From an optimization exercise on the open Yosys and OpenROAD flow, aimed at small area, a short achievable clock period and few clock cycles; shortcuts taken in it are not production practice.
In this exercise RTL edits were held to simulation tests only and were not proved equivalent to the original.

$ cat flow/run.sh
#!/bin/bash
# synth_recipe.tcl (not shown) runs the flow's synth.tcl, then flattens the netlist and writes it again
# the make line also repeats each setting of config.mk as NAME=value (left out here)
make -C /OpenROAD-flow-scripts/flow DESIGN_CONFIG=/design/flow/config.mk WORK_HOME=/design/flow/orfs CLKGATE_MAP_FILE= SYNTH_SCRIPT=/design/flow/synth_recipe.tcl finish
$ cat flow/config.mk
export PLATFORM = sky130hd
export DESIGN_NAME = PSE
export DESIGN_NICKNAME = PSE
export VERILOG_FILES = /design/flow/design.v
export SDC_FILE = /design/flow/constraint.sdc
export NUM_CORES = 4
export LEC_CHECK = 0
export CAP_MARGIN = 20
export CORE_MARGIN = 2
export CORE_UTILIZATION = 40
export SETUP_SLACK_MARGIN = 4.0
export SLEW_MARGIN = 20
$ cat flow/constraint.sdc
create_clock -name core_clock -period 11.0 [get_ports {clk}]
set_input_delay 2.2000 -clock core_clock [delete_from_list [all_inputs] [get_ports {clk}]]
set_output_delay 2.2000 -clock core_clock [all_outputs]
set_load 0.01 [all_outputs]
$ cat flow/design.v
module cross_calculator(x0, y0, x1, y1, pos);
input  [10:0] x0;
input  [10:0] y0;
input  [10:0] x1;
input  [10:0] y1;
output        pos;
wire pp1 = x0[0] & y1[0];
wire pp2 = x0[0] & y1[1];
wire pp3 = x0[0] & y1[2];
wire pp4 = x0[0] & y1[3];
wire pp5 = x0[0] & y1[4];
wire pp6 = x0[0] & y1[5];
wire pp7 = x0[0] & y1[6];
wire pp8 = x0[0] & y1[7];
wire pp9 = x0[0] & y1[8];
wire pp10 = x0[0] & y1[9];
wire pp11 = ~(x0[0] & y1[10]);
wire pp12 = x0[1] & y1[0];
wire pp13 = x0[1] & y1[1];
wire pp14 = x0[1] & y1[2];
wire pp15 = x0[1] & y1[3];
wire pp16 = x0[1] & y1[4];
wire pp17 = x0[1] & y1[5];
wire pp18 = x0[1] & y1[6];
wire pp19 = x0[1] & y1[7];
wire pp20 = x0[1] & y1[8];
wire pp21 = x0[1] & y1[9];
wire pp22 = ~(x0[1] & y1[10]);
wire pp23 = x0[2] & y1[0];
wire pp24 = x0[2] & y1[1];
wire pp25 = x0[2] & y1[2];
wire pp26 = x0[2] & y1[3];
wire pp27 = x0[2] & y1[4];
wire pp28 = x0[2] & y1[5];
wire pp29 = x0[2] & y1[6];
wire pp30 = x0[2] & y1[7];
wire pp31 = x0[2] & y1[8];
wire pp32 = x0[2] & y1[9];
wire pp33 = ~(x0[2] & y1[10]);
wire pp34 = x0[3] & y1[0];
wire pp35 = x0[3] & y1[1];
wire pp36 = x0[3] & y1[2];
wire pp37 = x0[3] & y1[3];
wire pp38 = x0[3] & y1[4];
wire pp39 = x0[3] & y1[5];
wire pp40 = x0[3] & y1[6];
wire pp41 = x0[3] & y1[7];
wire pp42 = x0[3] & y1[8];
wire pp43 = x0[3] & y1[9];
wire pp44 = ~(x0[3] & y1[10]);
wire pp45 = x0[4] & y1[0];
wire pp46 = x0[4] & y1[1];
wire pp47 = x0[4] & y1[2];
wire pp48 = x0[4] & y1[3];
wire pp49 = x0[4] & y1[4];
wire pp50 = x0[4] & y1[5];
wire pp51 = x0[4] & y1[6];
wire pp52 = x0[4] & y1[7];
wire pp53 = x0[4] & y1[8];
wire pp54 = x0[4] & y1[9];
wire pp55 = ~(x0[4] & y1[10]);
wire pp56 = x0[5] & y1[0];
wire pp57 = x0[5] & y1[1];
wire pp58 = x0[5] & y1[2];
wire pp59 = x0[5] & y1[3];
wire pp60 = x0[5] & y1[4];
wire pp61 = x0[5] & y1[5];
wire pp62 = x0[5] & y1[6];
wire pp63 = x0[5] & y1[7];
wire pp64 = x0[5] & y1[8];
wire pp65 = x0[5] & y1[9];
wire pp66 = ~(x0[5] & y1[10]);
wire pp67 = x0[6] & y1[0];
wire pp68 = x0[6] & y1[1];
wire pp69 = x0[6] & y1[2];
wire pp70 = x0[6] & y1[3];
wire pp71 = x0[6] & y1[4];
wire pp72 = x0[6] & y1[5];
wire pp73 = x0[6] & y1[6];
wire pp74 = x0[6] & y1[7];
wire pp75 = x0[6] & y1[8];
wire pp76 = x0[6] & y1[9];
wire pp77 = ~(x0[6] & y1[10]);
wire pp78 = x0[7] & y1[0];
wire pp79 = x0[7] & y1[1];
wire pp80 = x0[7] & y1[2];
wire pp81 = x0[7] & y1[3];
wire pp82 = x0[7] & y1[4];
wire pp83 = x0[7] & y1[5];
wire pp84 = x0[7] & y1[6];
wire pp85 = x0[7] & y1[7];
wire pp86 = x0[7] & y1[8];
wire pp87 = x0[7] & y1[9];
wire pp88 = ~(x0[7] & y1[10]);
wire pp89 = x0[8] & y1[0];
wire pp90 = x0[8] & y1[1];
wire pp91 = x0[8] & y1[2];
wire pp92 = x0[8] & y1[3];
wire pp93 = x0[8] & y1[4];
wire pp94 = x0[8] & y1[5];
wire pp95 = x0[8] & y1[6];
wire pp96 = x0[8] & y1[7];
wire pp97 = x0[8] & y1[8];
wire pp98 = x0[8] & y1[9];
wire pp99 = ~(x0[8] & y1[10]);
wire pp100 = x0[9] & y1[0];
wire pp101 = x0[9] & y1[1];
wire pp102 = x0[9] & y1[2];
wire pp103 = x0[9] & y1[3];
wire pp104 = x0[9] & y1[4];
wire pp105 = x0[9] & y1[5];
wire pp106 = x0[9] & y1[6];
wire pp107 = x0[9] & y1[7];
wire pp108 = x0[9] & y1[8];
wire pp109 = x0[9] & y1[9];
wire pp110 = ~(x0[9] & y1[10]);
wire pp111 = ~(x0[10] & y1[0]);
wire pp112 = ~(x0[10] & y1[1]);
wire pp113 = ~(x0[10] & y1[2]);
wire pp114 = ~(x0[10] & y1[3]);
wire pp115 = ~(x0[10] & y1[4]);
wire pp116 = ~(x0[10] & y1[5]);
wire pp117 = ~(x0[10] & y1[6]);
wire pp118 = ~(x0[10] & y1[7]);
wire pp119 = ~(x0[10] & y1[8]);
wire pp120 = ~(x0[10] & y1[9]);
wire pp121 = x0[10] & y1[10];
wire pp122 = ~(y0[0] & x1[0]);
wire pp123 = ~(y0[0] & x1[1]);
wire pp124 = ~(y0[0] & x1[2]);
wire pp125 = ~(y0[0] & x1[3]);
wire pp126 = ~(y0[0] & x1[4]);
wire pp127 = ~(y0[0] & x1[5]);
wire pp128 = ~(y0[0] & x1[6]);
wire pp129 = ~(y0[0] & x1[7]);
wire pp130 = ~(y0[0] & x1[8]);
wire pp131 = ~(y0[0] & x1[9]);
wire pp132 = y0[0] & x1[10];
wire pp133 = ~(y0[1] & x1[0]);
wire pp134 = ~(y0[1] & x1[1]);
wire pp135 = ~(y0[1] & x1[2]);
wire pp136 = ~(y0[1] & x1[3]);
wire pp137 = ~(y0[1] & x1[4]);
wire pp138 = ~(y0[1] & x1[5]);
wire pp139 = ~(y0[1] & x1[6]);
wire pp140 = ~(y0[1] & x1[7]);
wire pp141 = ~(y0[1] & x1[8]);
wire pp142 = ~(y0[1] & x1[9]);
wire pp143 = y0[1] & x1[10];
wire pp144 = ~(y0[2] & x1[0]);
wire pp145 = ~(y0[2] & x1[1]);
wire pp146 = ~(y0[2] & x1[2]);
wire pp147 = ~(y0[2] & x1[3]);
wire pp148 = ~(y0[2] & x1[4]);
wire pp149 = ~(y0[2] & x1[5]);
wire pp150 = ~(y0[2] & x1[6]);
wire pp151 = ~(y0[2] & x1[7]);
wire pp152 = ~(y0[2] & x1[8]);
wire pp153 = ~(y0[2] & x1[9]);
wire pp154 = y0[2] & x1[10];
wire pp155 = ~(y0[3] & x1[0]);
wire pp156 = ~(y0[3] & x1[1]);
wire pp157 = ~(y0[3] & x1[2]);
wire pp158 = ~(y0[3] & x1[3]);
wire pp159 = ~(y0[3] & x1[4]);
wire pp160 = ~(y0[3] & x1[5]);
wire pp161 = ~(y0[3] & x1[6]);
wire pp162 = ~(y0[3] & x1[7]);
wire pp163 = ~(y0[3] & x1[8]);
wire pp164 = ~(y0[3] & x1[9]);
wire pp165 = y0[3] & x1[10];
wire pp166 = ~(y0[4] & x1[0]);
wire pp167 = ~(y0[4] & x1[1]);
wire pp168 = ~(y0[4] & x1[2]);
wire pp169 = ~(y0[4] & x1[3]);
wire pp170 = ~(y0[4] & x1[4]);
wire pp171 = ~(y0[4] & x1[5]);
wire pp172 = ~(y0[4] & x1[6]);
wire pp173 = ~(y0[4] & x1[7]);
wire pp174 = ~(y0[4] & x1[8]);
wire pp175 = ~(y0[4] & x1[9]);
wire pp176 = y0[4] & x1[10];
wire pp177 = ~(y0[5] & x1[0]);
wire pp178 = ~(y0[5] & x1[1]);
wire pp179 = ~(y0[5] & x1[2]);
wire pp180 = ~(y0[5] & x1[3]);
wire pp181 = ~(y0[5] & x1[4]);
wire pp182 = ~(y0[5] & x1[5]);
wire pp183 = ~(y0[5] & x1[6]);
wire pp184 = ~(y0[5] & x1[7]);
wire pp185 = ~(y0[5] & x1[8]);
wire pp186 = ~(y0[5] & x1[9]);
wire pp187 = y0[5] & x1[10];
wire pp188 = ~(y0[6] & x1[0]);
wire pp189 = ~(y0[6] & x1[1]);
wire pp190 = ~(y0[6] & x1[2]);
wire pp191 = ~(y0[6] & x1[3]);
wire pp192 = ~(y0[6] & x1[4]);
wire pp193 = ~(y0[6] & x1[5]);
wire pp194 = ~(y0[6] & x1[6]);
wire pp195 = ~(y0[6] & x1[7]);
wire pp196 = ~(y0[6] & x1[8]);
wire pp197 = ~(y0[6] & x1[9]);
wire pp198 = y0[6] & x1[10];
wire pp199 = ~(y0[7] & x1[0]);
wire pp200 = ~(y0[7] & x1[1]);
wire pp201 = ~(y0[7] & x1[2]);
wire pp202 = ~(y0[7] & x1[3]);
wire pp203 = ~(y0[7] & x1[4]);
wire pp204 = ~(y0[7] & x1[5]);
wire pp205 = ~(y0[7] & x1[6]);
wire pp206 = ~(y0[7] & x1[7]);
wire pp207 = ~(y0[7] & x1[8]);
wire pp208 = ~(y0[7] & x1[9]);
wire pp209 = y0[7] & x1[10];
wire pp210 = ~(y0[8] & x1[0]);
wire pp211 = ~(y0[8] & x1[1]);
wire pp212 = ~(y0[8] & x1[2]);
wire pp213 = ~(y0[8] & x1[3]);
wire pp214 = ~(y0[8] & x1[4]);
wire pp215 = ~(y0[8] & x1[5]);
wire pp216 = ~(y0[8] & x1[6]);
wire pp217 = ~(y0[8] & x1[7]);
wire pp218 = ~(y0[8] & x1[8]);
wire pp219 = ~(y0[8] & x1[9]);
wire pp220 = y0[8] & x1[10];
wire pp221 = ~(y0[9] & x1[0]);
wire pp222 = ~(y0[9] & x1[1]);
wire pp223 = ~(y0[9] & x1[2]);
wire pp224 = ~(y0[9] & x1[3]);
wire pp225 = ~(y0[9] & x1[4]);
wire pp226 = ~(y0[9] & x1[5]);
wire pp227 = ~(y0[9] & x1[6]);
wire pp228 = ~(y0[9] & x1[7]);
wire pp229 = ~(y0[9] & x1[8]);
wire pp230 = ~(y0[9] & x1[9]);
wire pp231 = y0[9] & x1[10];
wire pp232 = y0[10] & x1[0];
wire pp233 = y0[10] & x1[1];
wire pp234 = y0[10] & x1[2];
wire pp235 = y0[10] & x1[3];
wire pp236 = y0[10] & x1[4];
wire pp237 = y0[10] & x1[5];
wire pp238 = y0[10] & x1[6];
wire pp239 = y0[10] & x1[7];
wire pp240 = y0[10] & x1[8];
wire pp241 = y0[10] & x1[9];
wire pp242 = ~(y0[10] & x1[10]);
wire s243, c244;
assign {c244, s243} = pp10 + pp20 + pp30;
wire s245, c246;
assign {c246, s245} = pp11 + pp21 + pp31;
wire s247, c248;
assign {c248, s247} = pp41 + pp51 + pp61;
wire s249, c250;
assign {c250, s249} = pp71 + pp81;
wire s251, c252;
assign {c252, s251} = pp22 + pp32 + pp42;
wire s253, c254;
assign {c254, s253} = pp52 + pp62 + pp72;
wire s255, c256;
assign {c256, s255} = pp82 + pp92;
wire s257, c258;
assign {c258, s257} = pp33 + pp43 + pp53;
wire s259, c260;
assign {c260, s259} = pp7 + pp17 + pp27;
wire s261, c262;
assign {c262, s261} = pp8 + pp18 + pp28;
wire s263, c264;
assign {c264, s263} = pp38 + pp48 + pp58;
wire s265, c266;
assign {c266, s265} = pp68 + pp78;
wire s267, c268;
assign {c268, s267} = pp9 + pp19 + pp29;
wire s269, c270;
assign {c270, s269} = pp39 + pp49 + pp59;
wire s271, c272;
assign {c272, s271} = pp69 + pp79 + pp89;
wire s273, c274;
assign {c274, s273} = pp130 + pp140 + pp150;
wire s275, c276;
assign {c276, s275} = pp160 + pp170;
wire s277, c278;
assign {c278, s277} = pp40 + pp50 + pp60;
wire s279, c280;
assign {c280, s279} = pp70 + pp80 + pp90;
wire s281, c282;
assign {c282, s281} = pp100 + pp131 + pp141;
wire s283, c284;
assign {c284, s283} = pp151 + pp161 + pp171;
wire s285, c286;
assign {c286, s285} = pp181 + pp191 + pp201;
wire s287, c288;
assign {c288, s287} = pp211 + pp221;
wire s289, c290;
assign {c290, s289} = pp91 + pp101 + pp111;
wire s291, c292;
assign {c292, s291} = pp132 + pp142 + pp152;
wire s293, c294;
assign {c294, s293} = pp162 + pp172 + pp182;
wire s295, c296;
assign {c296, s295} = pp192 + pp202 + pp212;
wire s297, c298;
assign {c298, s297} = pp222 + pp232 + c244;
wire s299, c300;
assign {c300, s299} = s245 + s247 + s249;
wire s301, c302;
assign {c302, s301} = pp102 + pp112 + pp143;
wire s303, c304;
assign {c304, s303} = pp153 + pp163 + pp173;
wire s305, c306;
assign {c306, s305} = pp183 + pp193 + pp203;
wire s307, c308;
assign {c308, s307} = pp213 + pp223 + pp233;
wire s309, c310;
assign {c310, s309} = c246 + c248 + c250;
wire s311, c312;
assign {c312, s311} = s251 + s253 + s255;
wire s313, c314;
assign {c314, s313} = pp63 + pp73 + pp83;
wire s315, c316;
assign {c316, s315} = pp93 + pp103 + pp113;
wire s317, c318;
assign {c318, s317} = pp154 + pp164 + pp174;
wire s319, c320;
assign {c320, s319} = pp184 + pp194 + pp204;
wire s321, c322;
assign {c322, s321} = pp214 + pp224 + pp234;
wire s323, c324;
assign {c324, s323} = c252 + c254 + c256;
wire s325, c326;
assign {c326, s325} = pp44 + pp54 + pp64;
wire s327, c328;
assign {c328, s327} = pp74 + pp84 + pp94;
wire s329, c330;
assign {c330, s329} = pp104 + pp114 + pp165;
wire s331, c332;
assign {c332, s331} = pp175 + pp185 + pp195;
wire s333, c334;
assign {c334, s333} = pp205 + pp215 + pp225;
wire s335, c336;
assign {c336, s335} = pp55 + pp65 + pp75;
wire s337, c338;
assign {c338, s337} = pp85 + pp95 + pp105;
wire s339, c340;
assign {c340, s339} = pp115 + pp176 + pp186;
wire s341, c342;
assign {c342, s341} = pp66 + pp76 + pp86;
wire s343, c344;
assign {c344, s343} = pp5 + pp15 + pp25;
wire s345, c346;
assign {c346, s345} = pp6 + pp16 + pp26;
wire s347, c348;
assign {c348, s347} = pp36 + pp46 + pp56;
wire s349, c350;
assign {c350, s349} = pp127 + pp137;
wire s351, c352;
assign {c352, s351} = pp37 + pp47 + pp57;
wire s353, c354;
assign {c354, s353} = pp67 + pp128 + pp138;
wire s355, c356;
assign {c356, s355} = pp148 + pp158 + pp168;
wire s357, c358;
assign {c358, s357} = pp178 + pp188;
wire s359, c360;
assign {c360, s359} = pp129 + pp139 + pp149;
wire s361, c362;
assign {c362, s361} = pp159 + pp169 + pp179;
wire s363, c364;
assign {c364, s363} = pp189 + pp199 + c260;
wire s365, c366;
assign {c366, s365} = s261 + s263 + s265;
wire s367, c368;
assign {c368, s367} = pp180 + pp190 + pp200;
wire s369, c370;
assign {c370, s369} = pp210 + c262 + c264;
wire s371, c372;
assign {c372, s371} = c266 + s267 + s269;
wire s373, c374;
assign {c374, s373} = s271 + s273 + s275;
wire s375, c376;
assign {c376, s375} = s243 + c268 + c270;
wire s377, c378;
assign {c378, s377} = c272 + c274 + c276;
wire s379, c380;
assign {c380, s379} = s277 + s279 + s281;
wire s381, c382;
assign {c382, s381} = s283 + s285 + s287;
wire s383, c384;
assign {c384, s383} = c278 + c280 + c282;
wire s385, c386;
assign {c386, s385} = c284 + c286 + c288;
wire s387, c388;
assign {c388, s387} = s289 + s291 + s293;
wire s389, c390;
assign {c390, s389} = s295 + s297 + s299;
wire s391, c392;
assign {c392, s391} = c290 + c292 + c294;
wire s393, c394;
assign {c394, s393} = c296 + c298 + c300;
wire s395, c396;
assign {c396, s395} = s301 + s303 + s305;
wire s397, c398;
assign {c398, s397} = s307 + s309 + s311;
wire s399, c400;
assign {c400, s399} = s257 + c302 + c304;
wire s401, c402;
assign {c402, s401} = c306 + c308 + c310;
wire s403, c404;
assign {c404, s403} = c312 + s313 + s315;
wire s405, c406;
assign {c406, s405} = s317 + s319 + s321;
wire s407, c408;
assign {c408, s407} = pp235 + c258 + c314;
wire s409, c410;
assign {c410, s409} = c316 + c318 + c320;
wire s411, c412;
assign {c412, s411} = c322 + c324 + s325;
wire s413, c414;
assign {c414, s413} = s327 + s329 + s331;
wire s415, c416;
assign {c416, s415} = pp196 + pp206 + pp216;
wire s417, c418;
assign {c418, s417} = pp226 + pp236 + c326;
wire s419, c420;
assign {c420, s419} = c328 + c330 + c332;
wire s421, c422;
assign {c422, s421} = c334 + s335 + s337;
wire s423, c424;
assign {c424, s423} = pp96 + pp106 + pp116;
wire s425, c426;
assign {c426, s425} = pp187 + pp197 + pp207;
wire s427, c428;
assign {c428, s427} = pp217 + pp227 + pp237;
wire s429, c430;
assign {c430, s429} = c336 + c338 + c340;
wire s431, c432;
assign {c432, s431} = pp77 + pp87 + pp97;
wire s433, c434;
assign {c434, s433} = pp107 + pp117 + pp198;
wire s435, c436;
assign {c436, s435} = pp208 + pp218 + pp228;
wire s437, c438;
assign {c438, s437} = pp88 + pp98 + pp108;
wire s439, c440;
assign {c440, s439} = pp3 + pp13;
wire s441, c442;
assign {c442, s441} = pp4 + pp14 + pp24;
wire s443, c444;
assign {c444, s443} = pp34 + pp125 + pp135;
wire s445, c446;
assign {c446, s445} = pp35 + pp45 + pp126;
wire s447, c448;
assign {c448, s447} = pp136 + pp146 + pp156;
wire s449, c450;
assign {c450, s449} = pp166 + s343;
wire s451, c452;
assign {c452, s451} = pp147 + pp157 + pp167;
wire s453, c454;
assign {c454, s453} = pp177 + c344 + s345;
wire s455 = ~(s347 ^ s349);
wire c456 = s347 | s349;
wire s457, c458;
assign {c458, s457} = s259 + c346 + c348;
wire s459, c460;
assign {c460, s459} = c350 + s351 + s353;
wire s461 = ~(s355 ^ s357);
wire c462 = s355 | s357;
wire s463, c464;
assign {c464, s463} = c352 + c354 + c356;
wire s465, c466;
assign {c466, s465} = c358 + s359 + s361;
wire s467 = ~(s363 ^ s365);
wire c468 = s363 | s365;
wire s469, c470;
assign {c470, s469} = c360 + c362 + c364;
wire s471, c472;
assign {c472, s471} = c366 + s367 + s369;
wire s473 = ~(s371 ^ s373);
wire c474 = s371 | s373;
wire s475, c476;
assign {c476, s475} = c368 + c370 + c372;
wire s477, c478;
assign {c478, s477} = c374 + s375 + s377;
wire s479 = ~(s379 ^ s381);
wire c480 = s379 | s381;
wire s481, c482;
assign {c482, s481} = c376 + c378 + c380;
wire s483, c484;
assign {c484, s483} = c382 + s383 + s385;
wire s485 = ~(s387 ^ s389);
wire c486 = s387 | s389;
wire s487, c488;
assign {c488, s487} = c384 + c386 + c388;
wire s489, c490;
assign {c490, s489} = c390 + s391 + s393;
wire s491 = ~(s395 ^ s397);
wire c492 = s395 | s397;
wire s493, c494;
assign {c494, s493} = s323 + c392 + c394;
wire s495, c496;
assign {c496, s495} = c396 + c398 + s399;
wire s497, c498;
assign {c498, s497} = s401 + s403 + s405;
wire s499, c500;
assign {c500, s499} = s333 + c400 + c402;
wire s501, c502;
assign {c502, s501} = c404 + c406 + s407;
wire s503, c504;
assign {c504, s503} = s409 + s411 + s413;
wire s505, c506;
assign {c506, s505} = s339 + c408 + c410;
wire s507, c508;
assign {c508, s507} = c412 + c414 + s415;
wire s509, c510;
assign {c510, s509} = s417 + s419 + s421;
wire s511, c512;
assign {c512, s511} = s341 + c416 + c418;
wire s513, c514;
assign {c514, s513} = c420 + c422 + s423;
wire s515, c516;
assign {c516, s515} = s425 + s427 + s429;
wire s517, c518;
assign {c518, s517} = pp238 + c342 + c424;
wire s519, c520;
assign {c520, s519} = c426 + c428 + c430;
wire s521, c522;
assign {c522, s521} = s431 + s433 + s435;
wire s523, c524;
assign {c524, s523} = pp118 + pp209 + pp219;
wire s525, c526;
assign {c526, s525} = pp229 + pp239 + c432;
wire s527, c528;
assign {c528, s527} = c434 + c436 + s437;
wire s529, c530;
assign {c530, s529} = pp99 + pp109 + pp119;
wire s531, c532;
assign {c532, s531} = pp220 + pp230 + pp240;
wire s533, c534;
assign {c534, s533} = pp2 + pp12;
wire s535, c536;
assign {c536, s535} = pp23 + pp124 + pp134;
wire s537, c538;
assign {c538, s537} = pp144 + s439;
wire s539, c540;
assign {c540, s539} = pp145 + pp155 + c440;
wire s541 = ~(s441 ^ s443);
wire c542 = s441 | s443;
wire s543, c544;
assign {c544, s543} = c442 + c444 + s445;
wire s545 = ~(s447 ^ s449);
wire c546 = s447 | s449;
wire s547, c548;
assign {c548, s547} = c446 + c448 + c450;
wire s549, c550;
assign {c550, s549} = s451 + s453 + s455;
wire s551, c552;
assign {c552, s551} = c452 + c454 + c456;
wire s553, c554;
assign {c554, s553} = s457 + s459 + s461;
wire s555, c556;
assign {c556, s555} = c458 + c460 + c462;
wire s557, c558;
assign {c558, s557} = s463 + s465 + s467;
wire s559, c560;
assign {c560, s559} = c464 + c466 + c468;
wire s561, c562;
assign {c562, s561} = s469 + s471 + s473;
wire s563, c564;
assign {c564, s563} = c470 + c472 + c474;
wire s565, c566;
assign {c566, s565} = s475 + s477 + s479;
wire s567, c568;
assign {c568, s567} = c476 + c478 + c480;
wire s569, c570;
assign {c570, s569} = s481 + s483 + s485;
wire s571, c572;
assign {c572, s571} = c482 + c484 + c486;
wire s573, c574;
assign {c574, s573} = s487 + s489 + s491;
wire s575, c576;
assign {c576, s575} = c488 + c490 + c492;
wire s577, c578;
assign {c578, s577} = s493 + s495 + s497;
wire s579, c580;
assign {c580, s579} = c494 + c496 + c498;
wire s581, c582;
assign {c582, s581} = s499 + s501 + s503;
wire s583, c584;
assign {c584, s583} = c500 + c502 + c504;
wire s585, c586;
assign {c586, s585} = s505 + s507 + s509;
wire s587, c588;
assign {c588, s587} = c506 + c508 + c510;
wire s589, c590;
assign {c590, s589} = s511 + s513 + s515;
wire s591, c592;
assign {c592, s591} = c512 + c514 + c516;
wire s593, c594;
assign {c594, s593} = s517 + s519 + s521;
wire s595, c596;
assign {c596, s595} = c518 + c520 + c522;
wire s597, c598;
assign {c598, s597} = s523 + s525 + s527;
wire s599, c600;
assign {c600, s599} = c438 + c524 + c526;
wire s601, c602;
assign {c602, s601} = c528 + s529 + s531;
wire s603, c604;
assign {c604, s603} = pp110 + pp120 + pp231;
wire s605, c606;
assign {c606, s605} = pp241 + c530 + c532;
wire s607, c608;
assign {c608, s607} = pp123 + pp133;
wire s609, c610;
assign {c610, s609} = c534 + s535 + s537;
wire s611, c612;
assign {c612, s611} = c536 + c538 + s539;
wire s613, c614;
assign {c614, s613} = c540 + c542 + s543;
wire s615, c616;
assign {c616, s615} = c544 + c546 + s547;
wire s617, c618;
assign {c618, s617} = c548 + c550 + s551;
wire s619, c620;
assign {c620, s619} = c552 + c554 + s555;
wire s621, c622;
assign {c622, s621} = c556 + c558 + s559;
wire s623, c624;
assign {c624, s623} = c560 + c562 + s563;
wire s625, c626;
assign {c626, s625} = c564 + c566 + s567;
wire s627, c628;
assign {c628, s627} = c568 + c570 + s571;
wire s629, c630;
assign {c630, s629} = c572 + c574 + s575;
wire s631, c632;
assign {c632, s631} = c576 + c578 + s579;
wire s633, c634;
assign {c634, s633} = c580 + c582 + s583;
wire s635, c636;
assign {c636, s635} = c584 + c586 + s587;
wire s637, c638;
assign {c638, s637} = c588 + c590 + s591;
wire s639, c640;
assign {c640, s639} = c592 + c594 + s595;
wire s641, c642;
assign {c642, s641} = c596 + c598 + s599;
wire s643, c644;
assign {c644, s643} = c600 + c602 + s603;
wire s645, c646;
assign {c646, s645} = pp121 + pp242 + c604;
wire s647, c648;
assign {c648, s647} = pp1 + pp122;
wire s649 = ~(s533 ^ s607);
wire c650 = s533 | s607;
wire s651 = ~(c608 ^ s609);
wire c652 = c608 | s609;
wire s653, c654;
assign {c654, s653} = s541 + c610 + s611;
wire s655, c656;
assign {c656, s655} = s545 + c612 + s613;
wire s657, c658;
assign {c658, s657} = s549 + c614 + s615;
wire s659, c660;
assign {c660, s659} = s553 + c616 + s617;
wire s661, c662;
assign {c662, s661} = s557 + c618 + s619;
wire s663, c664;
assign {c664, s663} = s561 + c620 + s621;
wire s665, c666;
assign {c666, s665} = s565 + c622 + s623;
wire s667, c668;
assign {c668, s667} = s569 + c624 + s625;
wire s669, c670;
assign {c670, s669} = s573 + c626 + s627;
wire s671, c672;
assign {c672, s671} = s577 + c628 + s629;
wire s673, c674;
assign {c674, s673} = s581 + c630 + s631;
wire s675, c676;
assign {c676, s675} = s585 + c632 + s633;
wire s677, c678;
assign {c678, s677} = s589 + c634 + s635;
wire s679, c680;
assign {c680, s679} = s593 + c636 + s637;
wire s681, c682;
assign {c682, s681} = s597 + c638 + s639;
wire s683, c684;
assign {c684, s683} = s601 + c640 + s641;
wire s685, c686;
assign {c686, s685} = s605 + c642 + s643;
wire s687, c688;
assign {c688, s687} = c606 + c644 + s645;
wire [21:0] ra = {c646, c686, c684, c682, c680, c678, c676, c674, c672, c670, c668, c666, c664, c662, c660, c658, c656, c654, c652, c650, c648, s647};
wire [21:0] rb = {c688, s687, s685, s683, s681, s679, s677, s675, s673, s671, s669, s667, s665, s663, s661, s659, s657, s655, s653, s651, s649, 1'b1};
wire [21:0] sum = ra + rb;
assign pos = ~sum[21];
endmodule
module PSE ( clk,
			reset,
			Xin,
			Yin,
			point_num,
			valid,
			Xout,
			Yout);
input        clk;
input        reset;
input [9:0]  Xin;
input [9:0]  Yin;
input [2:0]  point_num;
output       valid;
output [9:0] Xout;
output [9:0] Yout;
reg  [3:0] cyc;
reg  [2:0] n;
reg  [9:0] p0x, p0y;
reg  [10:0] sx1, sy1, sx2, sy2, sx3, sy3, sx4, sy4, sx5, sy5;
reg  [3:0] xs;          
reg  [3:0] ys;          
reg  [4:0] osel;        
reg        vld;
reg        c12, c13, c23, b5first;
reg        mg;          
reg  [1:0] ia;          
reg        ib;          
reg        aLeft, bLeft;
wire c;   
wire [10:0] ax = ({11{xs[0]}} & sx1) | ({11{xs[1]}} & sx2) | ({11{xs[2]}} & sx3) | ({11{xs[3]}} & sx4);
wire [10:0] ay = ({11{xs[0]}} & sy1) | ({11{xs[1]}} & sy2) | ({11{xs[2]}} & sy3) | ({11{xs[3]}} & sy4);
wire [10:0] bx = ({11{ys[0]}} & sx2) | ({11{ys[1]}} & sx3) | ({11{ys[2]}} & sx4) | ({11{ys[3]}} & sx5);
wire [10:0] by = ({11{ys[0]}} & sy2) | ({11{ys[1]}} & sy3) | ({11{ys[2]}} & sy4) | ({11{ys[3]}} & sy5);
cross_calculator CC(.x0(ax), .y0(ay), .x1(bx), .y1(by), .pos(c));
wire big = n[2] & (n[1] | n[0]);           
wire [3:0] start = big ? {1'b0, n} + 4'd1 : {1'b0, n};    
wire [3:0] stop  = start + {1'b0, n} - 4'd1;              
wire pre  = (cyc == start - 4'd1);         
function [3:0] headA;    
	input [1:0] k;
	input x12, x13, x23;
	input [2:0] nn;
	reg [1:0] r1, r2, r3;
	begin
		if (nn == 3'd3) begin
			r1 = 2'd0; r2 = 2'd3; r3 = 2'd3;
		end else if (nn == 3'd4) begin
			r1 = {1'b0, x12}; r2 = {1'b0, ~x12}; r3 = 2'd3;
		end else begin
			r1 = {1'b0, x12} + {1'b0, x13};
			r2 = {1'b0, ~x12} + {1'b0, x23};
			r3 = {1'b0, ~x13} + {1'b0, ~x23};
		end
		headA = {1'b0, r3 == k, r2 == k, r1 == k};
	end
endfunction
function [3:0] headB;
	input       k;
	input       b5;
	input [2:0] nn;
	begin
		case (nn)
			3'd3: headB = 4'b0001;
			3'd4: headB = 4'b0010;
			3'd5: headB = 4'b0100;
			default: headB = (k ^ b5) ? 4'b1000 : 4'b0100;
		endcase
	end
endfunction
wire [4:0] xslot = {1'b0, xs};
wire [4:0] yslot = {ys, 1'b0};
reg [3:0] xs_n [0:1];
reg [3:0] ys_n [0:1];
reg [4:0] osel_n [0:1];
reg       vld_n [0:1];
reg       mg_n [0:1];
reg [1:0] ia_n [0:1];
reg       ib_n [0:1];
reg       aL_n [0:1];
reg       bL_n [0:1];
reg       c12_n [0:1], c13_n [0:1], c23_n [0:1], b5_n [0:1];
reg [1:0] sizeA;
reg       takeB;
integer v;
always @(*) begin
	sizeA = big ? 2'd3 : (n == 3'd4 ? 2'd2 : 2'd1);
	for (v = 0; v < 2; v = v + 1) begin
		c12_n[v] = (cyc == 4'd3) ? v[0] : c12;
		c13_n[v] = (cyc == 4'd4) ? v[0] : c13;
		c23_n[v] = (cyc == 4'd5) ? v[0] : c23;
		b5_n[v]  = (cyc == 4'd6) ? v[0] : b5first;
		xs_n[v] = 4'b0000;
		ys_n[v] = 4'b0000;
		osel_n[v] = 5'b00000;
		vld_n[v] = 1'b0;
		mg_n[v] = 1'b0;
		ia_n[v] = 2'd0;
		ib_n[v] = 1'b0;
		aL_n[v] = 1'b1;
		bL_n[v] = 1'b1;
		takeB = bLeft & (~aLeft | v[0]);
		if (mg) begin
			vld_n[v] = 1'b1;
			osel_n[v] = takeB ? yslot : xslot;
			ia_n[v] = takeB ? ia : ia + 2'd1;
			ib_n[v] = takeB ? 1'b1 : ib;
			aL_n[v] = takeB ? aLeft : (ia + 2'd1 < sizeA);
			bL_n[v] = takeB ? (n == 3'd6 && !ib) : bLeft;
			mg_n[v] = (cyc != stop - 4'd1);
			xs_n[v] = headA(ia_n[v], c12, c13, c23, n);
			ys_n[v] = headB(ib_n[v], b5first, n);
		end else if (pre) begin
			vld_n[v] = 1'b1;
			mg_n[v] = 1'b1;
			xs_n[v] = headA(2'd0, c12_n[v], c13_n[v], c23_n[v], n);
			ys_n[v] = headB(1'b0, b5_n[v], n);
		end else begin
			case (cyc)
				4'd2: begin xs_n[v] = 4'b0001; ys_n[v] = 4'b0001; end   
				4'd3: begin xs_n[v] = 4'b0001; ys_n[v] = 4'b0010; end   
				4'd4: begin xs_n[v] = 4'b0010; ys_n[v] = 4'b0010; end   
				4'd5: begin xs_n[v] = 4'b1000; ys_n[v] = 4'b1000; end   
				default: ;
			endcase
		end
	end
end
always @(posedge clk or posedge reset) begin
	if (reset) begin
		cyc <= 4'd0;
		vld <= 1'b0;
		mg  <= 1'b0;
	end else begin
		cyc <= (cyc == stop) ? 4'd0 : cyc + 4'd1;
		vld <= (cyc != 4'd0) & (c ? vld_n[1] : vld_n[0]);
		mg  <= (cyc != 4'd0) & (c ? mg_n[1] : mg_n[0]);
	end
end
always @(posedge clk) begin
	if (cyc == 4'd0) begin
		p0x <= Xin;
		p0y <= Yin;
		n   <= point_num;
	end
	if (cyc == 4'd1) begin sx1 <= {1'b0, Xin} - {1'b0, p0x}; sy1 <= {1'b0, Yin} - {1'b0, p0y}; end
	if (cyc == 4'd2) begin sx2 <= {1'b0, Xin} - {1'b0, p0x}; sy2 <= {1'b0, Yin} - {1'b0, p0y}; end
	if (cyc == 4'd3) begin sx3 <= {1'b0, Xin} - {1'b0, p0x}; sy3 <= {1'b0, Yin} - {1'b0, p0y}; end
	if (cyc == 4'd4) begin sx4 <= {1'b0, Xin} - {1'b0, p0x}; sy4 <= {1'b0, Yin} - {1'b0, p0y}; end
	if (cyc == 4'd5) begin sx5 <= {1'b0, Xin} - {1'b0, p0x}; sy5 <= {1'b0, Yin} - {1'b0, p0y}; end
	xs    <= c ? xs_n[1] : xs_n[0];
	ys    <= c ? ys_n[1] : ys_n[0];
	osel  <= c ? osel_n[1] : osel_n[0];
	ia    <= c ? ia_n[1] : ia_n[0];
	ib    <= c ? ib_n[1] : ib_n[0];
	aLeft <= c ? aL_n[1] : aL_n[0];
	bLeft <= c ? bL_n[1] : bL_n[0];
	c12 <= c12_n[c];
	c13 <= c13_n[c];
	c23 <= c23_n[c];
	b5first <= b5_n[c];
end
wire [9:0] ovx = ({10{osel[0]}} & sx1[9:0]) | ({10{osel[1]}} & sx2[9:0]) | ({10{osel[2]}} & sx3[9:0])
               | ({10{osel[3]}} & sx4[9:0]) | ({10{osel[4]}} & sx5[9:0]);
wire [9:0] ovy = ({10{osel[0]}} & sy1[9:0]) | ({10{osel[1]}} & sy2[9:0]) | ({10{osel[2]}} & sy3[9:0])
               | ({10{osel[3]}} & sy4[9:0]) | ({10{osel[4]}} & sy5[9:0]);
assign valid = vld;
assign Xout = ovx + p0x;
assign Yout = ovy + p0y;
endmodule
==> results.tsv, run 1 <==
stage	metric	value	unit
synth	async_reset_ff_share	3.727	%
clocking	clockBufferDepth	2	
critical_path	cpMostUsedCell	fa_1	
cells_and_area	design_area	0.01778	mm^2
sta	maxSlewHeadroom	34.31	%
critical_path	r2r_start	sy4[2]$_DFFE_PP_	
synth	synth_compound_area_share	12.50	%
grt	gr-total-overflow	0	
synth	synthDistinctLibCells	79	
sta	fin_worst_skew	0.01241	ns
critical_path	cpPeakStageDelay	0.55	ns
critical_path	cpMaxStageDelayCell	fa_1	
grt	grt_pass1_vias	12360	
critical_path	required	11.18	ns
detailed_routing	drt-pass1-iter-count	6	
detailed_routing	routed_via_density	5.555	
synth	netlist_top_cells_area	edfxtp_1 27%, fa_1 26%, ha_1 8.4%	
synth	synth_nets	1852	
detailed_routing	routed_wirelength	43800	um
clocking	clk_pin_slew	0.06	ns
clocking	cts.sinks	161	
critical_path	cp-start-kind	flop	
run	maxCapViolations	0	
critical_path	cp.arrival	6.99	ns
grt	antenna_found_initial	0	
sta	worstMarginPinSlew	0.9839	ns
clocking	cts_root_buf	clkbuf_16	
floorplanning	die_w	202.2	um
synth	yosysMostFrequentCell	fa_1	
critical_path	worst-path-max-fanout	5	
synth	synth-edff-count	139	
synth	netlist.area_leader.share	26.58	%
synth	synth_top_area_cell	edfxtp_1	
outcome	status	complete, no violations	
detailed_routing	ant_nets	0	
cells_and_area	area_growth	13.23	%
floorplanning	rows	72	
clocking	clk_latency	0.44	ns
sta	slew_violations	0	
floorplanning	die-area	0.04086	mm^2
sta	finalSetupViolations	0	
synth	syn_inst	1517	
sta	period_share	61.85	%
synth	synthXorXnorAreaFrac	3.067	%
sta	hold_violations	0	
worst_hold_path	hp-class	reg2reg	
placed_design	dp_slack	3.304	ns
synth	synthSimpleGateAreaFrac	13.12	%
synth	syn_area	0.01571	mm^2
floorplanning	die_h	202.2	um
cells_and_area	layout-drive-gt1-share	9.470	%
synth	synth_ff_type	edfxtp_1	
placed_design	port_buffers	45	
synth	synth-seq-area-share	29.57	%
floorplanning	core	0.03874	mm^2
sta	max_freq	147.0	MHz
worst_hold_path	hp-start	ys[1]$_DFF_P_	
clocking	cts_tree	built	
grt	grt_pass1_wl	68900	um
critical_path	rrSetupSlack	4.20	ns
floorplanning	io_pins	46	
clocking	htree_num_levels	4	
detailed_routing	wl_per_cell	20.84	um
clocking	cts_buffers	17	
placed_design	dpl.hpwl	32630	um
sta	setup_slack	4.196	ns
synth	synth_commonest_cells	204 x fa_1, 200 x inv_1, 174 x nor2_1	
synth	synth_top_family_by_area	adder cells	
sta	setup_tns	0	ns
grt	grt_use_total	21.99	%
grt	grt_max_degree	29	
critical_path	crit_type	reg2reg	
critical_path	startpoint	sy4[2]$_DFFE_PP_	
synth	ys_warn_count	14	
detailed_routing	drc_errors	0	
placed_design	place_congestion	0.9011	
synth	synthAdderAreaFrac	34.45	%
sta	rsz0062_at_grt	false	
clocking	holdBufCountCts	0	
detailed_routing	dr.first_iter.drc_count	1127	
cells_and_area	n_antenna_cell	0	
detailed_routing	via_count	11680	
sta	finalCriticalPeriod	6.804	ns
critical_path	endpoint_kind	flop	
synth	synth.avg_cell_area	10.35	um^2
placed_design	dpl_cell_area	0.01680	mm^2
synth	synthMuxAreaShare	0.7409	%
synth	yosys_register_bits	161	
critical_path	crit_path_cell_trace	a22oi_1 > and2_1 > nor2_1 > fa_1 > inv_1 > fa_1 > fa_1 > fa_1 > fa_1 > fa_1 > inv_1 > ha_1 > a211oi_1 > o21bai_1 > a21o_1 > nor4_4 > buf_6 > o22ai_4 > buf_6 > or3_1	
floorplanning	initial_core_util	40.54	%
cells_and_area	nets	1906	
## placed cells by master (no fill, tap or decap), drive strengths merged, types with 23 or more instances in the layout
master         count
nor2             174
edfxtp           139
buf               50
a22oi             66
nand2            155
clkdlybuf4s50     45
inv              207
ha               106
o21ai             28
fa               204
xnor2             38
a21oi             43
and2              23
nand2b            24
## cell families (layout without fill, tap and decap cells)
group | Yosys count | after routing
adders and majority gates | 310 | 310
buffers and inverters | 262 | 328
DFF | 161 | 161
muxes | 11 | 11
xor gates and xnor gates | 55 | 55
and+or+nand+nor | 456 | 456
AOI/OAI and AO/OA | 262 | 263
## flip-flops by register name, indices dropped and copies added (netlist names), 2 cells and up, named ones only
signal	cells
sx1	11
sx2	11
sx3	11
sx4	11
sx5	11
sy1	11
sy2	11
sy3	11
sy4	11
sy5	11
p0x	10
p0y	10
osel	5
cyc	4
xs	4
ys	4
n	3
ia	2
## through the flow
step | cells | hold slack [ns] | utilization [%]
after floorplan | 1517 | 0.5498 | -
after global placement | 2051 | 0.6064 | 43.36
after detailed placement | 2052 | 0.6135 | 43.37
after CTS | 2094 | 0.6186 | 45.32
after global routing | 2102 | 0.6126 | 45.90
final | 2102 | 0.5963 | 45.90
## area by class of cell
class,count,area (um^2)
Fill cell,3688,20960
Multi-Input combinational cell,1095,10240
Sequential cell,161,4663
Timing Repair Buffer,96,887.1
Inverter,200,750.7
Tap cell,518,648.1
Clock buffer,17,425.4
Clock inverter,15,171.4
## final timing paths
check | endpoint | cells past startpoint
max in group asynchronous | cyc[2]$_DFF_PP0_ | 2
min reg2reg | osel[2]$_DFF_P_ | 2
max reg2reg | bLeft$_DFFE_PP_ | 20
min in group asynchronous | cyc[3]$_DFF_PP0_ | 2
max | bLeft$_DFFE_PP_ | 20
min | osel[2]$_DFF_P_ | 2
## layer usage
metal  routed length [um]  vias up  track usage [%]
met2                21120      552            37.03
li1                     -     5254                -
met4                 1047        0            6.674
met1                17860     5808            29.09
met3                 3777       63            3.821
met5                    0        -                0
## critical path, delay by kind of cell (launching register included)
family,cells,cell delay (ns)
AOI/OAI and AO/OA,5,1.14
and+or+nand+nor,4,1.20
buffers and inverters,4,0.46
adders and majority gates,7,3.21
DFF,1,0.51
## what timing repair did
action,in CTS,in global routing
resized for setup,20,37
setup buffers,9,7
pin swaps,2,16
endpoints found under the setup margin,20,15
cloned,1,1
Testbench counts, summed over its fixed seeds: cycles 22,671.
==> inputs of run 2 (changes only) <==
--- a/flow/config.mk
+++ b/flow/config.mk
@@ -10,3 +10,3 @@
 export CORE_UTILIZATION = 40
-export SETUP_SLACK_MARGIN = 4.0
+export SETUP_SLACK_MARGIN = 3.5
 export SLEW_MARGIN = 20
==> run 2 against run 1 <==
Net effect: sequential cell count unchanged; first-iteration DRC count is 13% lower; die area unchanged; final cell count is 0.76% lower; fmax shrank 7.2%; wire length fell by 2.4%; synthesized area unchanged; hold slack better by 0.033 ns; sequential share of layout area rose by 0.44 points; critical endpoint unchanged.
==> results.tsv, run 2 <==
stage	metric	value	unit
synth	synth-seq-area-share	29.57	%
synth	ys_warn_count	14	
cells_and_area	n_antenna_cell	0	
detailed_routing	ant_nets	0	
critical_path	worst-r2r-cell-count	20	
worst_hold_path	min_path_cells	1	
clocking	htree_num_levels	4	
critical_path	endpoint_kind	flop	
sta	fin_worst_skew	0.01294	ns
synth	synthXorXnorAreaFrac	3.067	%
run	maxCapViolations	0	
sta	slew_violations	0	
critical_path	cpMaxStageDelayCell	o22ai_2	
sta	max_freq	136.4	MHz
synth	netlist_top_cells_area	edfxtp_1 27%, fa_1 26%, ha_1 8.4%	
clocking	clockBufferDepth	2	
cells_and_area	layout-drive-gt1-share	6.824	%
sta	maxSlewHeadroom	34.21	%
cells_and_area	utilization	45.03	%
floorplanning	core	0.03874	mm^2
floorplanning	die_h	202.2	um
cells_and_area	final_cell_mix	204 x fa_1, 200 x inv_1, 174 x nor2_1, 155 x nand2_1, 139 x edfxtp_1	
floorplanning	die-area	0.04086	mm^2
grt	gr-total-overflow	0	
synth	synth_commonest_cells	204 x fa_1, 200 x inv_1, 174 x nor2_1	
floorplanning	rows	72	
synth	synth_nets	1852	
outcome	status	complete, no violations	
synth	syn_inst	1517	
synth	synth.avg_cell_area	10.35	um^2
synth	syn_area	0.01571	mm^2
clocking	cts_buffers	17	
placed_design	place_congestion	0.9011	
critical_path	cp_top_family	adder cells	
detailed_routing	routed_wirelength	42770	um
placed_design	dpl_cell_area	0.01680	mm^2
critical_path	required	11.14	ns
critical_path	reg2reg_to	bLeft$_DFFE_PP_	
sta	setup_tns	0	ns
detailed_routing	drt-pass1-iter-count	9	
sta	hold_violations	0	
synth	netlist.area_leader.share	26.58	%
critical_path	worst-path-max-fanout	15	
critical_path	cp.arrival	7.47	ns
sta	finalSetupViolations	0	
floorplanning	die_w	202.2	um
cells_and_area	stdcell_count	2086	
critical_path	cp_num_buf_inv	3	
grt	grt_use_total	21.61	%
clocking	cts_tree	built	
placed_design	dpl.hpwl	32630	um
detailed_routing	routed_via_density	5.541	
synth	synthDistinctLibCells	79	
critical_path	startpoint	ys[1]$_DFF_P_	
synth	synthSimpleGateAreaFrac	13.12	%
clocking	cts.sinks	161	
critical_path	cp-start-kind	flop	
synth	async_reset_ff_share	3.727	%
worst_hold_path	min_to	ib$_DFF_P_	
clocking	clk_latency	0.43	ns
sta	worstMarginPinSlew	0.9856	ns
worst_hold_path	hp-class	reg2reg	
cells_and_area	nets	1890	
cells_and_area	design_area	0.01744	mm^2
critical_path	cpPeakStageDelay	0.65	ns
synth	synth_compound_area_share	12.50	%
grt	grt_max_degree	29	
detailed_routing	drc_errors	0	
clocking	clk_pin_slew	0.06	ns
floorplanning	io_pins	46	
synth	synth-edff-count	139	
synth	synthAdderAreaFrac	34.45	%
detailed_routing	wl_per_cell	20.50	um
detailed_routing	dr.first_iter.drc_count	982	
clocking	cts_root_buf	clkbuf_16	
synth	yosysMostFrequentCell	fa_1	
synth	synthMuxAreaShare	0.7409	%
grt	grt_pass1_wl	67880	um
cells_and_area	area_growth	11.07	%
worst_hold_path	hp-start	ib$_DFF_P_	
sta	period_share	66.67	%
synth	synth_ff_type	edfxtp_1	
placed_design	port_buffers	45	
sta	finalCriticalPeriod	7.334	ns
synth	synth_top_area_cell	edfxtp_1	
critical_path	rrSetupSlack	3.67	ns
critical_path	cpMostUsedCell	fa_1	
grt	grt_pass1_vias	12240	
synth	yosys_register_bits	161	
critical_path	r2r_start	ys[1]$_DFF_P_	
synth	synth_top_family_by_area	adder cells	
cells_and_area	layout_commonest_cell	fa_1	
sta	rsz0062_at_grt	true	
critical_path	crit_path_cell_trace	buf_4 > a22o_1 > a221oi_1 > inv_1 > nand2_1 > fa_1 > fa_1 > fa_1 > fa_1 > fa_1 > inv_1 > fa_1 > ha_1 > o21ai_0 > o21bai_1 > a21o_1 > a211o_1 > o22ai_2 > nor2b_1 > o31ai_1	
grt	antenna_found_initial	1	
detailed_routing	via_count	11560	
floorplanning	initial_core_util	40.54	%
critical_path	crit_type	reg2reg	
placed_design	placed_cells	2052	
## run 2: cell counts after synthesis
No cell type changed its count.
## run 2: how the worst max path moves through the flow
stage,slack (ns),endpoint,cells past startpoint
after CTS,3.72,bLeft$_DFFE_PP_,19
after global routing,3.42,bLeft$_DFFE_PP_,22
after detailed placement,3.30,bLeft$_DFFE_PP_,20
after global placement,3.32,bLeft$_DFFE_PP_,20
final,3.67,bLeft$_DFFE_PP_,20
after floorplan,4.15,bLeft$_DFFE_PP_,21
## run 2: cell families (layout without fill, tap and decap cells)
group / after synthesis / in the layout
XOR/XNOR: 55 / 55
flip-flops: 161 / 161
AO/OA/AOI/OAI: 262 / 262
buffers and inverters: 262 / 313
AND/OR/NAND/NOR: 456 / 456
multiplexers: 11 / 11
adder cells (fa/ha/maj): 310 / 310
## run 2: cell type report
class	count	area, um^2
clock buffer	17	425.4
clock inverter	15	171.4
fill	3711	21290
inverter	200	750.7
multi-input combinational	1094	10070
sequential	161	4651
tap	518	648.1
timing repair buffer	81	730.7
## run 2: timing repair
action | 4_1_cts | 5_1_grt
setup endpoints to repair | 15 | 5
hold buffers | 0 | 0
pin swaps | 0 | 0
setup buffers | 0 | 2
resized for setup | 4 | 2
## run 2: routing by layer
metal	track usage, %	share of wire (%)
met1	28.28	42
met2	36.79	49
met3	3.854	7.3
met4	6.283	2.3
met5	0	0
## run 2: stage by stage
step,worst slack (ns),hold WS (ns)
6_report,3.666,0.6297
5_1_grt,3.425,0.6546
4_1_cts,3.723,0.6205
3_5_place_dp,3.304,0.6135
3_3_place_gp,3.316,0.6064
2_1_floorplan,4.152,0.5498
==> inputs of run 3 (changes only) <==
--- a/flow/config.mk
+++ b/flow/config.mk
@@ -10,3 +10,3 @@
 export CORE_UTILIZATION = 40
-export SETUP_SLACK_MARGIN = 3.5
+export SETUP_SLACK_MARGIN = 5
 export SLEW_MARGIN = 20
==> run 3 against run 2 <==
Net effect: critical endpoint is now ys[3]$_DFF_P_; final cell count up 2.1%; sequential share of layout area down 1.4 points.
==> results.tsv, run 3 <==
stage	metric	value	unit
grt	grt_use_total	22.75	%
placed_design	dpl_cell_area	0.01691	mm^2
clocking	cts.sinks	161	
detailed_routing	drc_errors	0	
grt	grt_pass1_vias	12480	
floorplanning	initial_core_util	40.54	%
cells_and_area	final_cell_mix	192 x inv_1, 185 x fa_1, 169 x nor2_1, 144 x nand2_1, 139 x edfxtp_1	
cells_and_area	layout-drive-gt1-share	15.07	%
synth	synth_ff_type	edfxtp_1	
synth	synth-edff-count	139	
worst_hold_path	hp-class	reg2reg	
grt	antenna_found_initial	0	
critical_path	cp.arrival	6.94	ns
detailed_routing	drt-pass1-iter-count	9	
critical_path	endpoint_kind	flop	
critical_path	cp-start-kind	flop	
cells_and_area	fill_cells	3630	
outcome	status	complete, no violations	
sta	max_freq	151.8	MHz
synth	netlist_top_cells_area	edfxtp_1 27%, fa_1 26%, ha_1 8.4%	
placed_design	place_congestion	0.9381	
cells_and_area	design_area	0.01844	mm^2
sta	period_share	59.87	%
detailed_routing	routed_via_density	5.610	
clocking	holdBufCountCts	0	
clocking	clk_pin_slew	0.06	ns
clocking	htree_num_levels	4	
synth	synthDistinctLibCells	79	
sta	rsz0062_at_grt	true	
synth	syn_area	0.01571	mm^2
critical_path	reg2reg_to	ys[3]$_DFF_P_	
floorplanning	rows	72	
synth	yosysMostFrequentCell	fa_1	
floorplanning	die_w	202.2	um
sta	maxSlewHeadroom	40.11	%
critical_path	rrSetupSlack	4.41	ns
synth	async_reset_ff_share	3.727	%
critical_path	startpoint	xs[1]$_DFF_P_	
critical_path	worst-r2r-cell-count	20	
floorplanning	die_h	202.2	um
critical_path	required	11.36	ns
clocking	cts_tree	built	
detailed_routing	routed_wirelength	45500	um
cells_and_area	layout_commonest_cell	inv_1	
critical_path	worst-path-max-fanout	23	
synth	synth-seq-area-share	29.57	%
synth	synth_top_area_cell	edfxtp_1	
detailed_routing	ant_nets	0	
synth	synth_commonest_cells	204 x fa_1, 200 x inv_1, 174 x nor2_1	
run	maxCapViolations	0	
sta	worst_hold_slack	0.6179	ns
sta	setup_tns	0	ns
clocking	cts_buffers	17	
clocking	clk_latency	0.44	ns
detailed_routing	wl_per_cell	21.36	um
sta	finalSetupViolations	0	
detailed_routing	dr.first_iter.drc_count	1207	
floorplanning	core	0.03874	mm^2
synth	ys_warn_count	14	
synth	netlist.area_leader.share	26.58	%
floorplanning	io_pins	46	
critical_path	crit_end	ys[3]$_DFF_P_	
sta	fin_worst_skew	0.01052	ns
grt	grt_pass1_wl	70990	um
cells_and_area	n_antenna_cell	0	
sta	slew_violations	0	
sta	worstMarginPinSlew	0.8871	ns
grt	grt_max_degree	26	
cells_and_area	area_growth	17.44	%
floorplanning	die-area	0.04086	mm^2
synth	synth.avg_cell_area	10.35	um^2
detailed_routing	via_count	11950	
synth	synth_nets	1852	
placed_design	dpl.hpwl	33250	um
sta	hold_violations	0	
critical_path	r2r_start	xs[1]$_DFF_P_	
sta	finalCriticalPeriod	6.586	ns
placed_design	port_buffers	45	
clocking	cts_root_buf	clkbuf_16	
synth	syn_inst	1517	
critical_path	crit_type	reg2reg	
grt	gr-total-overflow	0	
synth	yosys_register_bits	161	
clocking	clockBufferDepth	2	
cells_and_area	nets	1934	
[run 3: logic make-up (layout without fill, tap and decap cells)]
kind of cell / after synthesis / after routing / synth area share (%)
fa+ha+maj: 310 / 310 / 34.45
simple gates: 456 / 456 / 13.12
compound gates: 262 / 263 / 12.50
flops: 161 / 161 / 29.57
xor+xnor: 55 / 55 / 3.067
buf+inv: 262 / 356 / 6.549
mux: 11 / 11 / 0.7409
[run 3: critical path, cell delays in order, from the launching register on]
cell	delay, ns
dfxtp_1	0.32
buf_12	0.16
a22oi_1	0.52
nand2_2	0.31
nand2_1	0.17
fa_1	0.45
fa_1	0.51
fa_1	0.47
fa_1	0.46
fa_1	0.51
inv_1	0.05
fa_1	0.58
ha_4	0.21
a21o_1	0.18
o2111ai_2	0.19
nand3_2	0.16
nor4_4	0.31
buf_6	0.17
o22ai_4	0.12
or4b_1	0.54
o221ai_1	0.08
[run 3: metal layers]
| metal | part of all wire [%] | vias up | routed length [um] | global-route usage, % |
|---|---|---|---|---|
| li1 | - | 5327 | - | - |
| met1 | 43 | 5960 | 19460 | 30.65 |
| met2 | 46 | 560 | 20780 | 36.01 |
| met3 | 8.2 | 102 | 3715 | 4.869 |
| met4 | 3.4 | 0 | 1551 | 8.942 |
| met5 | 0 | - | 0 | 0 |
[run 3: cell type report]
type	instances	area, um^2	share of cell area (%)
clock inverters	14	105.1	0.5698
flip-flops and latches	161	4652	25.22
multi-input cells	1095	10590	57.42
inverters	200	750.7	4.070
repair buffers	124	1269	6.879
clock buffers	18	429.2	2.327
well taps	518	648.1	3.514
[run 3: how the worst min path moves through the flow]
stage	start	endpoint	slack [ns]	depth (start not counted)
floorplan	ib$_DFF_P_	ib$_DFF_P_	0.55	1
global placement	ib$_DFF_P_	ib$_DFF_P_	0.60	1
detailed placement	ib$_DFF_P_	ib$_DFF_P_	0.60	1
CTS	ib$_DFF_P_	ib$_DFF_P_	0.60	1
global route	ib$_DFF_P_	ib$_DFF_P_	0.64	1
finish	ib$_DFF_P_	ib$_DFF_P_	0.62	1
[run 3: stage by stage]
step / std cells / setup slack (ns) / util, %
5_1_grt: 2130 / 4.267 / 47.61
3_5_place_dp: 2052 / 3.855 / 43.66
2_1_floorplan: 1517 / 4.731 / -
4_1_cts: 2119 / 4.508 / 46.99
3_3_place_gp: 2052 / 3.896 / 43.66
6_report: 2130 / 4.414 / 47.61
[run 3: repair_timing]
item                       in CTS  in global routing
pin swaps                      32                 17
setup endpoints to repair      22                 28
resized for setup              95                 38
buffers inserted               32                 10
gates cloned                    3                  1
==> inputs of run 4 (changes only) <==
--- a/flow/design.v
+++ b/flow/design.v
@@ -726,4 +726,3 @@
 reg  [1:0] ia;          
-reg        ib;          
-reg        aLeft, bLeft;
+reg  [1:0] ib;          
 wire c;   
@@ -777,7 +776,7 @@
 reg [1:0] ia_n [0:1];
-reg       ib_n [0:1];
-reg       aL_n [0:1];
-reg       bL_n [0:1];
+reg [1:0] ib_n [0:1];
 reg       c12_n [0:1], c13_n [0:1], c23_n [0:1], b5_n [0:1];
 reg [1:0] sizeA;
+reg [1:0] sizeB;
+reg       aLeft, bLeft;
 reg       takeB;
@@ -786,2 +785,5 @@
 	sizeA = big ? 2'd3 : (n == 3'd4 ? 2'd2 : 2'd1);
+	sizeB = (n == 3'd6) ? 2'd2 : 2'd1;
+	aLeft = (ia < sizeA);
+	bLeft = (ib < sizeB);
 	for (v = 0; v < 2; v = v + 1) begin
@@ -797,5 +799,3 @@
 		ia_n[v] = 2'd0;
-		ib_n[v] = 1'b0;
-		aL_n[v] = 1'b1;
-		bL_n[v] = 1'b1;
+		ib_n[v] = 2'd0;
 		takeB = bLeft & (~aLeft | v[0]);
@@ -805,8 +805,6 @@
 			ia_n[v] = takeB ? ia : ia + 2'd1;
-			ib_n[v] = takeB ? 1'b1 : ib;
-			aL_n[v] = takeB ? aLeft : (ia + 2'd1 < sizeA);
-			bL_n[v] = takeB ? (n == 3'd6 && !ib) : bLeft;
+			ib_n[v] = takeB ? ib + 2'd1 : ib;
 			mg_n[v] = (cyc != stop - 4'd1);
 			xs_n[v] = headA(ia_n[v], c12, c13, c23, n);
-			ys_n[v] = headB(ib_n[v], b5first, n);
+			ys_n[v] = headB(ib_n[v][0], b5first, n);
 		end else if (pre) begin
@@ -854,4 +852,2 @@
 	ib    <= c ? ib_n[1] : ib_n[0];
-	aLeft <= c ? aL_n[1] : aL_n[0];
-	bLeft <= c ? bL_n[1] : bL_n[0];
 	c12 <= c12_n[c];
--- a/flow/config.mk
+++ b/flow/config.mk
@@ -10,3 +10,4 @@
 export CORE_UTILIZATION = 40
-export SETUP_SLACK_MARGIN = 5
+export CTS_BUF_LIST = sky130_fd_sc_hd__clkbuf_4 sky130_fd_sc_hd__clkbuf_8
+export SETUP_SLACK_MARGIN = 4.0
 export SLEW_MARGIN = 20
==> run 4 against run 3 <==
Net effect: critical path type unchanged; cell area shrank 4.3%; wire length fell by 4.7%; register-to-register slack got worse by 0.23 ns; still clean on timing, DRC and antenna; hold slack gained 0.0052 ns; synthesized area is 0.37% lower.
==> results.tsv, run 4 <==
stage	metric	value	unit
floorplanning	initial_core_util	40.48	%
detailed_routing	drc_errors	0	
cells_and_area	nets	1913	
clocking	htree_num_levels	4	
grt	grt_use_total	21.38	%
synth	async_reset_ff_share	3.750	%
synth	yosys_register_bits	160	
clocking	cts_buffers	17	
synth	synth_ff_type	edfxtp_1	
clocking	cts_root_buf	clkbuf_8	
run	maxCapViolations	0	
synth	ys_warn_count	12	
critical_path	endpoint_kind	flop	
grt	gr-total-overflow	0	
critical_path	cp-start-kind	flop	
floorplanning	io_pins	46	
sta	period_share	61.97	%
sta	hold_violations	0	
synth	synth.avg_cell_area	10.33	um^2
critical_path	required	11.36	ns
placed_design	dpl_cell_area	0.01679	mm^2
cells_and_area	design_area	0.01765	mm^2
cells_and_area	final_cell_mix	203 x fa_1, 199 x inv_1, 172 x nor2_1, 141 x nand2_1, 138 x edfxtp_1	
sta	setup_tns	0	ns
floorplanning	die_h	201.8	um
placed_design	place_congestion	0.9131	
critical_path	worst-r2r-cell-count	23	
outcome	status	complete, no violations	
detailed_routing	routed_via_density	5.545	
synth	synth_commonest_cells	204 x fa_1, 200 x inv_1, 172 x nor2_1	
sta	fin_worst_skew	0.01388	ns
grt	grt_pass1_vias	11910	
placed_design	port_buffers	45	
critical_path	cpMaxStageDelayCell	fa_1	
critical_path	cpPeakStageDelay	0.56	ns
detailed_routing	wl_per_cell	20.58	um
detailed_routing	ant_nets	0	
floorplanning	die_w	201.8	um
synth	synth-edff-count	138	
synth	syn_inst	1515	
critical_path	crit_path_cell_trace	buf_8 > a22o_1 > a221oi_2 > buf_4 > inv_1 > nand2_1 > fa_1 > fa_1 > fa_1 > fa_1 > fa_1 > fa_1 > inv_1 > fa_1 > ha_1 > and4_2 > nand4_1 > a2111o_1 > nand4_1 > xnor2_4 > buf_6 > mux2i_1 > o32ai_1	
synth	yosysMostFrequentCell	fa_1	
floorplanning	core	0.03865	mm^2
clocking	cts.sinks	160	
synth	syn_area	0.01565	mm^2
clocking	clockBufferDepth	2	
detailed_routing	dr.first_iter.drc_count	1083	
clocking	cts_tree	built	
clocking	clk_latency	0.49	ns
sta	rsz0062_at_grt	false	
sta	finalCriticalPeriod	6.817	ns
cells_and_area	fill_cells	3594	
sta	finalSetupViolations	0	
detailed_routing	via_count	11690	
synth	synth-seq-area-share	29.49	%
synth	synth_top_area_cell	edfxtp_1	
clocking	clk_pin_slew	0.09	ns
floorplanning	rows	72	
critical_path	cpMostUsedCell	fa_1	
worst_hold_path	hp-class	reg2reg	
critical_path	crit_type	reg2reg	
worst_hold_path	min_path_cells	2	
grt	antenna_found_initial	0	
sta	maxSlewHeadroom	42.07	%
detailed_routing	drt-pass1-iter-count	7	
cells_and_area	layout_commonest_cell	fa_1	
floorplanning	die-area	0.04071	mm^2
critical_path	worst-path-max-fanout	15	
placed_design	dpl.hpwl	32980	um
sta	worstMarginPinSlew	0.8581	ns
grt	grt_pass1_wl	66830	um
cells_and_area	area_growth	12.83	%
cells_and_area	layout-drive-gt1-share	10.13	%
sta	max_freq	146.7	MHz
cells_and_area	n_antenna_cell	0	
synth	netlist.area_leader.share	26.49	%
grt	grt_max_degree	28	
detailed_routing	routed_wirelength	43370	um
synth	synthDistinctLibCells	68	
synth	synth_nets	1851	
synth	netlist_top_cells_area	edfxtp_1 26%, fa_1 26%, ha_1 8.6%	
critical_path	cp.arrival	7.18	ns
sta	slew_violations	0	
## run 4: cell types whose count changed in the layout (fill, tap and decap cells not counted), sizes merged, moves of 4 or more
cell	before	now
clkdlybuf4s50	40	45
or2	14	21
dlymetal6s2s	5	0
buf	76	59
nand2	155	146
xnor2	38	44
o221ai	4	0
## run 4: routing by layer
layer | vias to the layer above | track usage, % | share of wire, %
li1 | 5282 | - | -
met1 | 5853 | 29.42 | 44
met2 | 483 | 35.59 | 48
met3 | 71 | 2.402 | 6.3
met4 | 0 | 6.723 | 2.6
met5 | - | 0 | 0
## run 4: through the flow
step | hold slack, ns | setup slack, ns | utilization [%] | instances
after floorplan | 0.5495 | 4.059 | - | 1515
after CTS | 0.5990 | 4.079 | 44.96 | 2092
after detailed placement | 0.6152 | 3.073 | 43.45 | 2052
final | 0.6231 | 4.183 | 45.68 | 2108
after global placement | 0.6094 | 3.204 | 43.43 | 2051
after global routing | 0.6620 | 3.965 | 45.68 | 2108
## run 4: path summary, 6_finish.rpt
kind	startpoint	slack (ns)	end
max	xs[0]$_DFF_P_	4.18	xs[2]$_DFF_P_
min	ib[0]$_DFF_P_	0.62	ib[0]$_DFF_P_
max reg2reg	xs[0]$_DFF_P_	4.18	xs[2]$_DFF_P_
min reg2reg	ib[0]$_DFF_P_	0.62	ib[0]$_DFF_P_
max in group asynchronous	reset	8.86	cyc[2]$_DFF_PP0_
min in group asynchronous	reset	1.93	mg$_DFF_PP0_
## run 4: layout make-up
type | instances | area, um^2 | area share (%)
timing repair buffer | 106 | 1002 | 5.677
sequential | 160 | 4633 | 26.25
multi-input combinational | 1092 | 10200 | 57.76
tap | 518 | 648.1 | 3.671
clock buffer | 17 | 234.0 | 1.325
inverter | 200 | 750.7 | 4.253
clock inverter | 15 | 187.7 | 1.063
## run 4: critical path: cells and delay by family (launching register included)
kind / cells / cell delay (ns)
AOI/OAI and AO/OA: 4 / 0.91
buffers and inverters: 5 / 0.66
adders and majority gates: 8 / 3.58
and+or+nand+nor: 4 / 0.72
DFF: 1 / 0.38
xor gates and xnor gates: 1 / 0.23
muxes: 1 / 0.19
## run 4: repair_timing
action | CTS | global route
pin swaps | 4 | 18
buffers inserted | 8 | 13
gates cloned | 0 | 2
setup endpoints to repair | 19 | 11
gates resized for setup | 26 | 30
hold buffers | 0 | 0
## run 4: cell families (layout without fill, tap and decap cells)
family | Yosys count | after routing | share of synthesized area, %
AO/OA/AOI/OAI | 269 | 269 | 12.59
XOR/XNOR | 60 | 60 | 3.359
adder cells (fa/ha/maj) | 311 | 311 | 34.66
buffers and inverters | 263 | 338 | 6.389
flip-flops | 160 | 160 | 29.49
multiplexers | 11 | 11 | 0.7117
AND/OR/NAND/NOR | 441 | 441 | 12.80
Testbench counts of run 4, summed over its fixed seeds: cycles 22,671.

==> port drivers added, routing unchanged <==
The flow's constraints put no driver on any port. The routed layouts listed below were extracted and timed again, unchanged, in two steps. Step 1, drivers: a clkbuf_16 drives clk and a buf_2 each remaining input, both assumed. Step 2 also shifts input and output timing later by t, the mid clock arrival at the registers, as if the neighbouring blocks saw the same clock. Three values: ideal, step 1, step 2; two values: the first two.
run | t, ns | setup WS [ns] | latest minus earliest clock arrival (ns) | pins driven straight from the clock port
run 1 | 0.479 | 4.196 / 4.196 / 4.196 | 0.015 / 0.015 | 1
run 2 | 0.476 | 3.666 / 3.666 / 3.666 | 0.015 / 0.015 | 1
run 3 | 0.488 | 4.414 / 4.414 / 4.414 | 0.010 / 0.011 | 1
run 4 | 0.528 | 4.183 / 4.183 / 4.183 | 0.014 / 0.014 | 1
After both steps setup and hold are still met in every run listed.
